Context: an optimization exercise on an open-source flow, tuned for small area, a short achievable clock period and few clock cycles per item. The choices shown serve that exercise and are no tape-out recipe. No run shown here included a check of the RTL's function; only the layout flow was run. No activity file was given, so power comes from the tool's default toggle rates.

## flow/design.v (module list and top-level ports; edited modules follow where they fit)
// module CPU: 647 lines
// module ksadd: 26 lines
// module booth17e: 447 lines
// module booth17enc: 14 lines
// module bkadd67: 266 lines
// module bkadd34: 133 lines
// module bkadd33: 131 lines
module CPU(
				clk,
			  rst_n,
		   IO_stall,
         awid_m_inf,
       awaddr_m_inf,
       awsize_m_inf,
      awburst_m_inf,
        awlen_m_inf,
      awvalid_m_inf,
      awready_m_inf,
        wdata_m_inf,
        wlast_m_inf,
       wvalid_m_inf,
       wready_m_inf,
          bid_m_inf,
        bresp_m_inf,
       bvalid_m_inf,
       bready_m_inf,
         arid_m_inf,
       araddr_m_inf,
        arlen_m_inf,
       arsize_m_inf,
      arburst_m_inf,
      arvalid_m_inf,
      arready_m_inf, 
          rid_m_inf,
        rdata_m_inf,
        rresp_m_inf,
        rlast_m_inf,
       rvalid_m_inf,
       rready_m_inf 
);
  // ...
==> flow/flow/run.sh <==
#!/bin/bash
# Standard layout, with timing repair aiming for a larger setup margin.
set -euo pipefail
bash standard.sh SETUP_SLACK_MARGIN=6.3 finish > standard_flow.log 2>&1
==> flow/standard.sh <==
#!/bin/bash
# synth_recipe.tcl (not shown) runs the flow's synth.tcl, then flattens the netlist and writes it again
# the make line also repeats each setting of config.mk as NAME=value (left out here)
make -C /OpenROAD-flow-scripts/flow DESIGN_CONFIG=/design/flow/config.mk WORK_HOME=/design/flow/orfs CLKGATE_MAP_FILE= SYNTH_SCRIPT=/design/flow/synth_recipe.tcl "${@:-finish}"
==> flow/config.mk <==
export PLATFORM = sky130hd
export DESIGN_NAME = CPU
export DESIGN_NICKNAME = CPU
export VERILOG_FILES = /design/flow/design.v
export SDC_FILE = /design/flow/constraint.sdc
export NUM_CORES = 8
export LEC_CHECK = 0
export CAP_MARGIN = 20
export CORE_MARGIN = 2
export CORE_UTILIZATION = 55.0
export SETUP_SLACK_MARGIN = 5
export SLEW_MARGIN = 20
==> flow/constraint.sdc <==
create_clock -name core_clock -period 10.0 [get_ports {clk}]
set_input_delay 2.0000 -clock core_clock [delete_from_list [all_inputs] [get_ports {clk}]]
set_output_delay 2.0000 -clock core_clock [all_outputs]
set_load 0.01 [all_outputs]
==> impl_metrics.csv, run 1 <==
group,metric,value,unit
outcome,status,"complete, no violations",
place,io_buffers,103,
clock_tree,clockBufferDepth,3,
setup_path,end_kind,"register",
setup_path,crit_arrival,4.35,ns
final_layout,fin_util,67.4,%
global_routing,grt_pass1_wl,310000,um
final_layout,multi_input_gates,3890,
setup_path,worstReg2RegStart,"ra_sel[2]$_SDFFCE_PP0P_",
final_layout,seq_share,38.3,%
pwr,peakVddDrop,0.198,mV
yosys,synth_seq_cells,1068,
sta,tightest_slew,1.12,ns
detailed_routing,met3_wirelength,23400,um
flow_run,maxCapViolations,0,
yosys,yosys_warnings,3,
sta,drv_slew,0,
detailed_routing,via_count,49300,
yosys,synth_edf_count,610,
clock_tree,clk_pin_slew,0.06,ns
sta,setup_ws,6.13,ns
place,place_ws,4.23,ns
pwr,p_sw_share,41.6,%
setup_path,path_cells,"buf_12 -> a22o_1 -> a221oi_2 -> nand3_1 -> nor2_4 -> buf_6 -> buf_4 -> a31oi_4 -> ha_1 -> a21o_1 -> a21oi_2 -> o21bai_1 -> a21oi_2 -> o21bai_1 -> a21oi_2 -> o21bai_1 -> a21oi_1 -> xnor2_1 -> mux2_4",
yosys,synth.most_common_cell,"edfxtp_1",
yosys,synth_commonest_cells,"610 x edfxtp_1, 371 x inv_1, 364 x nand2_1",
detailed_routing,drt_wl_total,216000,um
setup_path,crit_family,"compound AO/OA/AOI/OAI gates",
setup_path,rr_worst_depth,19,
setup_path,endpoint,"dm_addr[10]$_DFFE_PP_",
detailed_routing,ant_nets,0,
detailed_routing,routedWlPerCell,28.5,um
final_layout,area_dominant_class,"multi-input gates",
yosys,synth_top_area_cell,"edfxtp_1",
setup_path,regToRegSetupSlack,6.13,ns
global_routing,grt_util_met2,54.3,%
worst_hold_path,hold_class,"reg -> reg",
final_layout,buf_share,7.41,%
yosys,synth.distinct_cells,97,
yosys,synth_area,61000,um2
==> run 2, diff against run 1 <==
--- a/flow/config.mk
+++ b/flow/config.mk
@@ -7,6 +7,6 @@
 export LEC_CHECK = 0
 export CAP_MARGIN = 20
 export CORE_MARGIN = 2
-export CORE_UTILIZATION = 55.0
+export CORE_UTILIZATION = 80
 export SETUP_SLACK_MARGIN = 5
 export SLEW_MARGIN = 20
==> run 2 against run 1 <==
  * The flow now stops in 5_1_grt
  * Synthesized cell count unchanged
  * Synthesized area unchanged
==> impl_metrics.csv, run 2 <==
group,metric,value,unit
outcome,status,"stopped before the end",
outcome,lastStage,"5_1_grt",
outcome,stop_error,"[ERROR GRT-0232] Routing congestion too high. Check the congestion heatmap in the GUI.",
yosys,synth_area,61000,um2
yosys,synth.most_common_cell,"edfxtp_1",
floorplan,io_pins,230,
floorplan,rows,101,
clock_tree,cts_buffers,104,
yosys,synth.distinct_cells,97,
yosys,ys.flop_type,"edfxtp_1",
global_routing,grtUsageTotal,80.4,%
place,place.gp.congestion,1.06,
yosys,synth_top_area_cell,"edfxtp_1",
floorplan,dieHeight,280,um
clock_tree,clkSinkCount,1068,
yosys,synth_commonest_cells,"610 x edfxtp_1, 371 x inv_1, 364 x nand2_1",
place,io_buffers,103,
yosys,ys_seq_area_share,46.4,%
yosys,synth.area.top_cells,"edfxtp_1 30%, dfxtp_1 9.7%, dfrtp_1 6.6%",
clock_tree,clock-root-buffer,"clkbuf_16",
floorplan,start_util,80.6,%
global_routing,grt_max_degree,101,
yosys,synth_seq_cells,1068,
clock_tree,clockBufferDepth,3,
floorplan,die_w,280,um
place,dp_hpwl,139000,um
yosys,synth_edf_count,610,
yosys,syn_avg_cell_area,10.8,um2
yosys,yosys_warnings,3,
global_routing,gr-total-overflow,17,
clock_tree,hold_buffers,0,
yosys,synth_top_area_share,30.0,%
yosys,synthCells,5667,
clock_tree,cts_max_level,3,
yosys,ys_async_sr_fraction,15.2,%
run 2: power groups by stage:
stage	Sequential [W]	Clock (W)	Combinational (W)
3_5_place_dp	0.00637	0	0.00861
2_1_floorplan	0.00609	0	0.00568
3_3_place_gp	0.00633	0	0.00810
4_1_cts	0.00633	0.00417	0.00977
run 2: logic make-up after synthesis:
group           count (synthesis)  share of synthesized area [%]
buf+inv                       820                           5.87
flops                        1068                           46.4
xor+xnor                      375                           5.41
other cells                     2                         0.0123
simple gates                 1336                           10.9
compound gates               1473                           17.0
fa+ha+maj                     427                           10.9
mux                           166                           3.55
run 2: how the worst min path moves through the flow:
| stage | from | to | slack, ns | depth (start not counted) |
|---|---|---|---|---|
| after detailed placement | s_first$_DFF_P_ | p_first$_DFF_P_ | 0.31 | 0 |
| after floorplan | s_buf$_DFF_P_ | p_buf$_DFF_P_ | 0.31 | 0 |
| after global placement | a_sh[1]$_SDFF_PN0_ | s_sh[1]$_DFF_P_ | 0.31 | 0 |
| after CTS | s_first$_DFF_P_ | p_first$_DFF_P_ | 0.32 | 0 |
run 2: timing repair:
action | CTS
endpoints found under the setup margin | 1051
pin swaps | 142
resized for setup | 529
gates cloned | 12
endpoints found under the hold margin | 0
buffers inserted | 151
run 2: per-stage QoR:
stage / setup WS, ns / hold slack [ns] / instances / area [um2]
floorplan: 5.84 / 0.310 / 5771 / 61900
global placement: 4.36 / 0.310 / 6537 / 62900
detailed placement: 4.23 / 0.312 / 6537 / 62900
CTS: 6.19 / 0.325 / 6898 / 70600
run 2: metal layers:
metal,overflow,global-route usage [%]
met1,1,80.6
met2,4,94.1
met5,0,46.2
met4,9,77.7
met3,3,68.4
==> run 3, diff against run 2 <==
--- a/flow/config.mk
+++ b/flow/config.mk
@@ -5,8 +5,9 @@
 export SDC_FILE = /design/flow/constraint.sdc
 export NUM_CORES = 8
 export LEC_CHECK = 0
+export ABC_CLOCK_PERIOD_IN_PS = 3000
 export CAP_MARGIN = 20
 export CORE_MARGIN = 2
-export CORE_UTILIZATION = 80
+export CORE_UTILIZATION = 55.0
 export SETUP_SLACK_MARGIN = 5
 export SLEW_MARGIN = 20
==> run 3 against run 2 <==
  * The run now finishes clean
  * Synthesized cell count did not move
  * Synthesized area did not move
==> impl_metrics.csv, run 3 <==
group,metric,value,unit
yosys,syn_avg_cell_area,10.8,um2
setup_path,max_stage_delay,0.42,ns
setup_path,regToRegSetupSlack,6.13,ns
yosys,synth.most_common_cell,"edfxtp_1",
yosys,synthXorXnorAreaFrac,5.41,%
sta,tns,0,ns
pwr,peakVddDrop,0.198,mV
place,io_buffers,103,
yosys,synth_top_family_by_area,"compound AO/OA/AOI/OAI gates",
global_routing,grtUsageTotal,37.0,%
yosys,synth.distinct_cells,97,
sta,finalCriticalPeriod,3.87,ns
clock_tree,clock_latency,0.75,ns
outcome,status,"complete, no violations",
setup_path,end_kind,"register",
global_routing,gr-total-overflow,0,
clock_tree,cts_tree,"yes",
clock_tree,clk_pin_slew,0.06,ns
place,dp_hpwl,139000,um
detailed_routing,routedWlPerCell,28.5,um
global_routing,grt_pass1_wl,310000,um
sta,rsz0062_at_grt,"true",
sta,drv_slew,0,
final_layout,diodes,0,
clock_tree,clockBufferDepth,3,
yosys,synth_area,61000,um2
final_layout,layout_commonest_cell,"edfxtp_1",
clock_tree,clock-root-buffer,"clkbuf_16",
global_routing,grt_max_degree,101,
pwr,power.density,286,nW/um2
setup_path,worstPathRequired,10.47,ns
setup_path,cp-start-kind,"register",
setup_path,crit_fanout,5,
yosys,ys.flop_type,"edfxtp_1",
yosys,synth.area.top_cells,"edfxtp_1 30%, dfxtp_1 9.7%, dfrtp_1 6.6%",
sta,slew_headroom,25.0,%
yosys,synth_compound_area_share,17.0,%
detailed_routing,dr.pass1.iters,6,
setup_path,cp.depth,19,
detailed_routing,drcViolationCount,0,
sta,tightest_slew,1.12,ns
clock_tree,clkSinkCount,1068,
final_layout,top_regs,"rfv (256), acc (67), mp (66)",
setup_path,cp_slowest_cell,"edfxtp_1",
yosys,ys_seq_area_share,46.4,%
yosys,muxShareOfSynthArea,3.55,%
setup_path,path_buf_inv,3,
global_routing,grt_pass1_vias,46300,
setup_path,rr_worst_depth,19,
sta,timing.fmax,0.258,GHz
sta,hold_violations,0,
final_layout,top_register,"rfv",
flow_run,maxCapViolations,0,
yosys,synth_commonest_cells,"610 x edfxtp_1, 371 x inv_1, 364 x nand2_1",
place,place.gp.congestion,0.941,
pwr,p_leak,28.9,nW
detailed_routing,drt_iter0_markers,6299,
clock_tree,hold_buffers,0,
yosys,synth_edf_count,610,
detailed_routing,via_count,49300,
detailed_routing,drt_wl_total,216000,um
floorplan,start_util,55.3,%
final_layout,fin_util,67.4,%
yosys,synthCells,5667,
sta,finalClockSkew,0.0417,ns
worst_hold_path,hold_end,"s_first$_DFF_P_",
place,place_area,63700,um2
yosys,synth_top_area_share,30.0,%
final_layout,fin_nets,6491,
floorplan,io_pins,230,
setup_path,crit_arrival,4.35,ns
worst_hold_path,hold_depth,0,
sta,period_share,38.7,%
final_layout,drive_gt1_share,21.5,%
floorplan,rows,122,
worst_hold_path,hold_class,"reg -> reg",
yosys,synth_seq_cells,1068,
floorplan,core,110000,um2
final_layout,area_growth,22.0,%
setup_path,rr_endpoint,"dm_addr[10]$_DFFE_PP_",
final_layout,final_cells,7598,
place,dpl.cell_count,7057,
yosys,synthSimpleGateAreaFrac,10.9,%
setup_path,path_cells,"buf_12 -> a22o_1 -> a221oi_2 -> nand3_1 -> nor2_4 -> buf_6 -> buf_4 -> a31oi_4 -> ha_1 -> a21o_1 -> a21oi_2 -> o21bai_1 -> a21oi_2 -> o21bai_1 -> a21oi_2 -> o21bai_1 -> a21oi_1 -> xnor2_1 -> mux2_4",
setup_path,crit_family,"compound AO/OA/AOI/OAI gates",
floorplan,dieHeight,337,um
sta,setup_viol,0,
clock_tree,cts_buffers,116,
floorplan,die_w,337,um
detailed_routing,ant_nets,0,
yosys,synth_adder_area_share,10.9,%
detailed_routing,via_per_inst,6.49,
global_routing,antenna_found_initial,6,
final_layout,final_cell_mix,"610 x edfxtp_1, 359 x inv_1, 352 x nand2_1, 336 x buf_4, 281 x nor2_1",
floorplan,dieArea,114000,um2
yosys,yosys_warnings,3,
yosys,synth_top_area_cell,"edfxtp_1",
setup_path,worst-setup-path-type,"reg -> reg",
yosys,ys_async_sr_fraction,15.2,%
worst_hold_path,hold_start,"a_first$_DFF_P_",
final_layout,stdcell_area,74400,um2
clock_tree,cts_max_level,3,
final_layout,largest_register_ffs,256,
setup_path,worstReg2RegStart,"ra_sel[2]$_SDFFCE_PP0P_",
run 3: cell counts after synthesis:
Identical to the previous run, type by type.
run 3: repair_timing:
| action | 4_1_cts | 5_1_grt |
|---|---|---|
| endpoints found under the setup margin | 1033 | 628 |
| pin swaps | 100 | 197 |
| setup buffers | 147 | 149 |
| gates resized for setup | 430 | 394 |
| cloned | 15 | 8 |
run 3: layout make-up:
| cell class | count | area, um2 |
|---|---|---|
| fill | 8435 | 35900 |
| timing repair inverter | 1 | 11.3 |
| multi-input combinational | 3890 | 33000 |
| tap | 1488 | 1860 |
| clock inverter | 76 | 983 |
| inverter | 379 | 1470 |
| sequential | 1068 | 28500 |
| timing repair buffer | 551 | 5520 |
| clock buffer | 145 | 3120 |
run 3: cells by family (layout without fill, tap and decap cells):
logic type               count (synthesis)  in the layout
adder cells (fa/ha/maj)                427            427
AO/OA/AOI/OAI                         1473           1476
flip-flops                            1068           1068
buffers and inverters                  820           1152
XOR/XNOR                               375            375
AND/OR/NAND/NOR                       1336           1340
other                                    2            106
multiplexers                           166            166
run 3: through the flow:
stage	total power, W	hold slack [ns]	setup slack [ns]
after detailed placement	0.0150	0.312	4.23
after floorplan	0.0118	0.310	5.84
after global placement	0.0148	0.311	4.28
final	0.0213	0.307	6.13
after global routing	0.0225	0.318	5.98
after CTS	0.0204	0.308	6.16
run 3: power by group:
part	total [W]	switching, W	internal, W
combinational	0.0104	0.00630	0.00406
sequential	0.00634	0.000632	0.00571
clock	0.00459	0.00192	0.00267
total	0.0213	0.00885	0.0124
run 3: layer usage:
metal	track usage, %	vias up	share of wire, %
li1	-	21500	-
met1	52.7	24500	41
met2	54.3	2783	43
met3	8.36	601	11
met4	15.9	4	5.2
met5	0	-	0.012
run 3: how the worst max path moves through the flow:
stage	startpoint	end	slack (ns)
after global routing	ra_sel[2]$_SDFFCE_PP0P_	dm_addr[10]$_DFFE_PP_	5.98
after floorplan	rvalid_m_inf[1]	ra_sel[0]$_SDFFCE_PP0P_	5.84
after CTS	ra_sel[15]$_SDFFCE_PN0P_	dm_addr[10]$_DFFE_PP_	6.16
final	ra_sel[2]$_SDFFCE_PP0P_	dm_addr[10]$_DFFE_PP_	6.13
after detailed placement	rvalid_m_inf[1]	ra_sel[5]$_SDFFCE_PP0P_	4.23
after global placement	rvalid_m_inf[1]	ra_sel[7]$_SDFFCE_PP0P_	4.28

## separate check: timing with driven ports
No port has a modelled driver above. Below, the same layouts with a new extraction and two added sets of constraints.
Step 1, drivers: a clkbuf_16 drives clk and a buf_2 each remaining input, both assumed.
Step 2 adds t to the input delays and takes it off the output delays; t is the mean of the earliest and latest rising clock arrival at the registers after step 1. Input paths then give back, and output paths get back, about the clock's delay inside the block.
Three values: ideal ports, drivers, drivers and shift; two values: the first two.
run	t, ns	slack for setup (ns)	worst slew at a driven data input, ns
run 1	0.814	6.126 / 6.126 / 5.566	0.04
run 3	0.814	6.126 / 6.126 / 5.566	0.04
After both steps every run listed still meets setup and hold.
